This design comes from an exercise in tuning for small area on the open sky130 flow, not from production work. RTL that was checked went through simulation tests only; none was proved equivalent to the original.

Setup of run 1:
==> flow/design.v (excerpt) <==
module top #(parameter N = 4) (
  input  wire           clk  ,
  input  wire           rst  ,
  input  wire           start,
  input  wire [8*N-1:0] a_in ,
  input  wire [8*N-1:0] w_in ,
  output wire [8*N-1:0] y_out,
  output wire           ready,
  output wire           done
);
Settings: LEC_CHECK=0, CAP_MARGIN=20, CORE_MARGIN=2, CORE_UTILIZATION=75, CTS_CLUSTER_DIAMETER=120, CTS_CLUSTER_SIZE=26, SLEW_MARGIN=20, SYNTH_HIERARCHICAL=1; clock period 5.0 ns.
standard.sh (not shown) runs the stock make flow with config.mk's settings and CLKGATE_MAP_FILE= SYNTH_SCRIPT=/design/flow/synth_recipe.tcl, a recipe that flattens the netlist after the stock synthesis.
==> flow/flow/run.sh <==
#!/bin/bash
# The standard layout, with the port buffers made from the smallest buffer.
set -euo pipefail
export BUFFER_PORTS_ARGS="-buffer_cell sky130_fd_sc_hd__buf_1"
bash standard.sh > standard.log 2>&1
Run 1 finished end to end and its layout was clean on timing, DRC and antenna.
Edits applied to the flow inputs when going from run 1 to run 2:
diff --git a/flow/config.mk b/flow/config.mk
--- a/flow/config.mk
+++ b/flow/config.mk
@@ -10 +10 @@
-export CORE_UTILIZATION = 75
+export CORE_UTILIZATION = 70
==> run summary <==
- Run 2 vs run 1, inserted tap cell count went up by 39.
- Going from run 1 to run 2, average wire per cell in the routed design moved down; final worst-path setup slack went up; final-layout worst hold slack picked up an extra 0.026 ns.
- Between run 1 and run 2, the register area figures differ only marginally.
- Run 1 -> run 2: average vias per placed instance decreased by a few percent
[inputs] run 3 vs run 2
diff --git a/flow/config.mk b/flow/config.mk
--- a/flow/config.mk
+++ b/flow/config.mk
@@ -10,3 +10,3 @@
-export CORE_UTILIZATION = 70
-export CTS_CLUSTER_DIAMETER = 120
-export CTS_CLUSTER_SIZE = 26
+export CORE_UTILIZATION = 65
+export CTS_CLUSTER_DIAMETER = 100
+export CTS_CLUSTER_SIZE = 22
--- outcome ---
- Run 3: all stages complete, timing, DRC and antenna checks passed
- Re placeable core region: run 3 and run 2 aren't equal, and the higher value belongs to run 3.
- Run 2 → run 3: register-to-register slack up 0.02 ns.
- On arrival time at the worst endpoint: run 3 sits below run 2.
- Run 3 ended up with a higher maximum frequency than run 2 did.


Setup of middle:
Another version of the RTL of top (not shown whole).
For scale: roughly 1300 cells after synthesis, roughly 300 flip-flops, ~100 I/O pins, ~17000 um^2 of cells after synthesis.
clock: 5.0 ns
lec_check: 0
cap_margin: 20
core_margin: 2
core_utilization: 65
cts_cluster_diameter: 100
cts_cluster_size: 22
gpl_timing_driven: 0
slew_margin: 20
synth_hierarchical: 1
Scripts as last shown in full above: flow/flow/run.sh
Every stage of the flow completed for middle, and the final layout passed the timing, design-rule and antenna checks.
#### Input delta (north over middle)
- GPL_TIMING_DRIVEN removed (was 0)
Findings:
north reached the end of the flow, and the finished layout is clean on the timing, design-rule and antenna checks.
Re number of nets in the synthesized netlist: no difference whatsoever between middle and north.
In north, the final cell count came out 2.9% below the value in middle.
Changes observed in north relative to middle: met1 routed wirelength after detailed routing shrank by about 2.6%; first-pass GRT wire length +about 0.6%; total met2 wirelength after detailed routing comparable; part of the cycle the worst path needs has decreased; minimum period implied by the final worst setup slack saw a decrease.
middle -> north: summed instance area of the synthesized netlist delta 0, exact match
north vs middle: final standard cell area without fillers down slightly


## try-raven
Another version of the RTL of top (not shown whole).
Size in the first run: about 1700 cells after synthesis, about 300 flip-flops, roughly 100 I/O pins, ~0.021 mm^2 of cells after synthesis.
clock: 5.0 ns
lec_check: 0
cap_margin: 20
core_margin: 2
core_utilization: 55
cts_cluster_diameter: 100
cts_cluster_size: 22
slew_margin: 20
synth_hierarchical: 1
run.sh (not shown) runs the stock make flow with config.mk's settings and CLKGATE_MAP_FILE= SYNTH_SCRIPT=/design/flow/synth_recipe.tcl, a recipe that flattens the netlist after the stock synthesis.
Stock flow here: none of the scripts above is used.
For try-harbor, these inputs were changed with respect to try-raven:
# try-raven
export LEC_CHECK = 0
export CAP_MARGIN = 20
export CORE_MARGIN = 2
export CORE_UTILIZATION = 55
export CTS_CLUSTER_DIAMETER = 100
export CTS_CLUSTER_SIZE = 22
export SLEW_MARGIN = 20
export SYNTH_HIERARCHICAL = 1
create_clock -name core_clock -period 5.0 [get_ports {clk}]
# try-harbor
export LEC_CHECK = 0
export CAP_MARGIN = 20
export CORE_MARGIN = 2
export CORE_UTILIZATION = 65
export CTS_CLUSTER_DIAMETER = 100
export CTS_CLUSTER_SIZE = 22
export SLEW_MARGIN = 20
export SYNTH_HIERARCHICAL = 1
create_clock -name core_clock -period 5.0 [get_ports {clk}]
==> flow/flow/run.sh (new file) <==
#!/bin/bash
# The standard layout, with the port buffers made from the smallest buffer.
set -euo pipefail
export BUFFER_PORTS_ARGS="-buffer_cell sky130_fd_sc_hd__buf_1"
bash standard.sh > standard.log 2>&1
==> flow/standard.sh (new file) <==
#!/bin/bash
# synth_recipe.tcl (not shown) runs the flow's synth.tcl, then flattens the netlist and writes it again
# the make line also repeats each setting of config.mk as NAME=value (left out here)
make -C /OpenROAD-flow-scripts/flow DESIGN_CONFIG=/design/flow/config.mk WORK_HOME=/design/flow/orfs CLKGATE_MAP_FILE= SYNTH_SCRIPT=/design/flow/synth_recipe.tcl "${@:-finish}"
removed: flow/run.sh
==> run summary <==
- try-harbor: PASS, flow complete, no timing, DRC or antenna violations
- try-harbor vs. try-raven: wire length of the first global-routing pass decreased 1.7%, transition time of the tightest slew-check pin decreased by 27 ps relative to the old numbers, wire length moved down.
- Min area after detailed placement across try-raven and try-harbor: try-harbor
- Against try-raven, tightest slew margin relative to the limit in try-harbor came out better.
The inputs of try-quartz differ from those of try-harbor as listed below.
# try-harbor
export LEC_CHECK = 0
export CAP_MARGIN = 20
export CORE_MARGIN = 2
export CORE_UTILIZATION = 65
export CTS_CLUSTER_DIAMETER = 100
export CTS_CLUSTER_SIZE = 22
export SLEW_MARGIN = 20
export SYNTH_HIERARCHICAL = 1
create_clock -name core_clock -period 5.0 [get_ports {clk}]
# try-quartz
export LEC_CHECK = 0
export CAP_MARGIN = 20
export CORE_MARGIN = 2
export CORE_UTILIZATION = 55
export CTS_CLUSTER_DIAMETER = 150
export CTS_CLUSTER_SIZE = 30
export SLEW_MARGIN = 20
export SYNTH_HIERARCHICAL = 1
create_clock -name core_clock -period 5.0 [get_ports {clk}]
==> flow/run.sh (new file) <==
#!/bin/bash
# synth_recipe.tcl (not shown) runs the flow's synth.tcl, then flattens the netlist and writes it again
# the make line also repeats each setting of config.mk as NAME=value (left out here)
make -C /OpenROAD-flow-scripts/flow DESIGN_CONFIG=/design/flow/config.mk WORK_HOME=/design/flow/orfs CLKGATE_MAP_FILE= SYNTH_SCRIPT=/design/flow/synth_recipe.tcl finish
removed: flow/flow/run.sh
removed: flow/standard.sh
Findings:
- Final core utilization down 9.5 points in try-quartz wrt try-harbor
- try-quartz: full flow OK, the timing, design-rule and antenna checks passed
- As far as H-tree depth goes, try-harbor and try-quartz are indistinguishable; the numbers are identical.
- The number of global-route vias before repair was comparable across try-quartz and try-harbor.
Modified inputs, try-lagoon compared to try-quartz
# try-quartz
export LEC_CHECK = 0
export CAP_MARGIN = 20
export CORE_MARGIN = 2
export CORE_UTILIZATION = 55
export CTS_CLUSTER_DIAMETER = 150
export CTS_CLUSTER_SIZE = 30
export SLEW_MARGIN = 20
export SYNTH_HIERARCHICAL = 1
create_clock -name core_clock -period 5.0 [get_ports {clk}]
# try-lagoon
export LEC_CHECK = 0
export CAP_MARGIN = 20
export CORE_MARGIN = 2
export CORE_UTILIZATION = 55
export SLEW_MARGIN = 20
export SYNTH_HIERARCHICAL = 1
create_clock -name core_clock -period 5.0 [get_ports {clk}]
==> run summary <==
- Compared with try-quartz, try-lagoon shows a higher wire length of the first global-routing pass.
- Across both runs, shortest period the worst path allows was lower for try-lagoon than for try-quartz.
- Diff try-quartz -> try-lagoon: pin count of the biggest net entering global routing held; met2 wire length went up about 0.44%; area growth from synthesis to layout went up 3.6 points; design area went up 750 um^2; routed wire length went up 1800 um.
- Reported for try-quartz and try-lagoon, number of endpoints failing setup at the final stage turned out identical to the last digit.
No functional check of the RTL was part of any run of this note.

==> re-timing with driven ports <==
In the flow no input, the clock included, has a driving cell. The finished layouts below were timed again as built, in two steps. Step 1 assumes that a clkbuf_16 drives the clock port and a buf_2 every other input. Step 2 adds t to the input delays and takes it off the output delays; t is the mean of the earliest and latest rising clock arrival at the registers after step 1. Input paths then give back, and output paths get back, about the clock's delay inside the block. a / b / c = ideal ports / drivers / drivers and shift; a / b = the first two.
run | t (ns) | slack for setup (ns) | latest minus earliest clock arrival (ns) | worst slew at a driven data input, ns | pins driven straight from the clock port
run 1 | 0.544 | 0.188 / 0.188 / 0.188 | 0.032 / 0.032 | 0.04 | 1
run 2 | 0.548 | 0.270 / 0.270 / 0.270 | 0.026 / 0.026 | 0.04 | 1
run 3 | 0.553 | 0.288 / 0.288 / 0.288 | 0.021 / 0.021 | 0.03 | 1
middle | 0.548 | 0.092 / 0.092 / 0.092 | 0.028 / 0.029 | 0.04 | 1
north | 0.552 | 0.215 / 0.215 / 0.215 | 0.029 / 0.029 | 0.05 | 1
try-raven | 0.592 | 0.104 / 0.104 / 0.104 | 0.016 / 0.016 | 0.05 | 1
try-harbor | 0.568 | 0.102 / 0.102 / 0.102 | 0.015 / 0.014 | 0.04 | 1
try-quartz | 0.567 | 0.111 / 0.111 / 0.111 | 0.060 / 0.059 | 0.04 | 1
try-lagoon | 0.615 | 0.123 / 0.123 / 0.123 | 0.041 / 0.042 | 0.04 | 1
After both steps setup and hold are still met in every run listed.
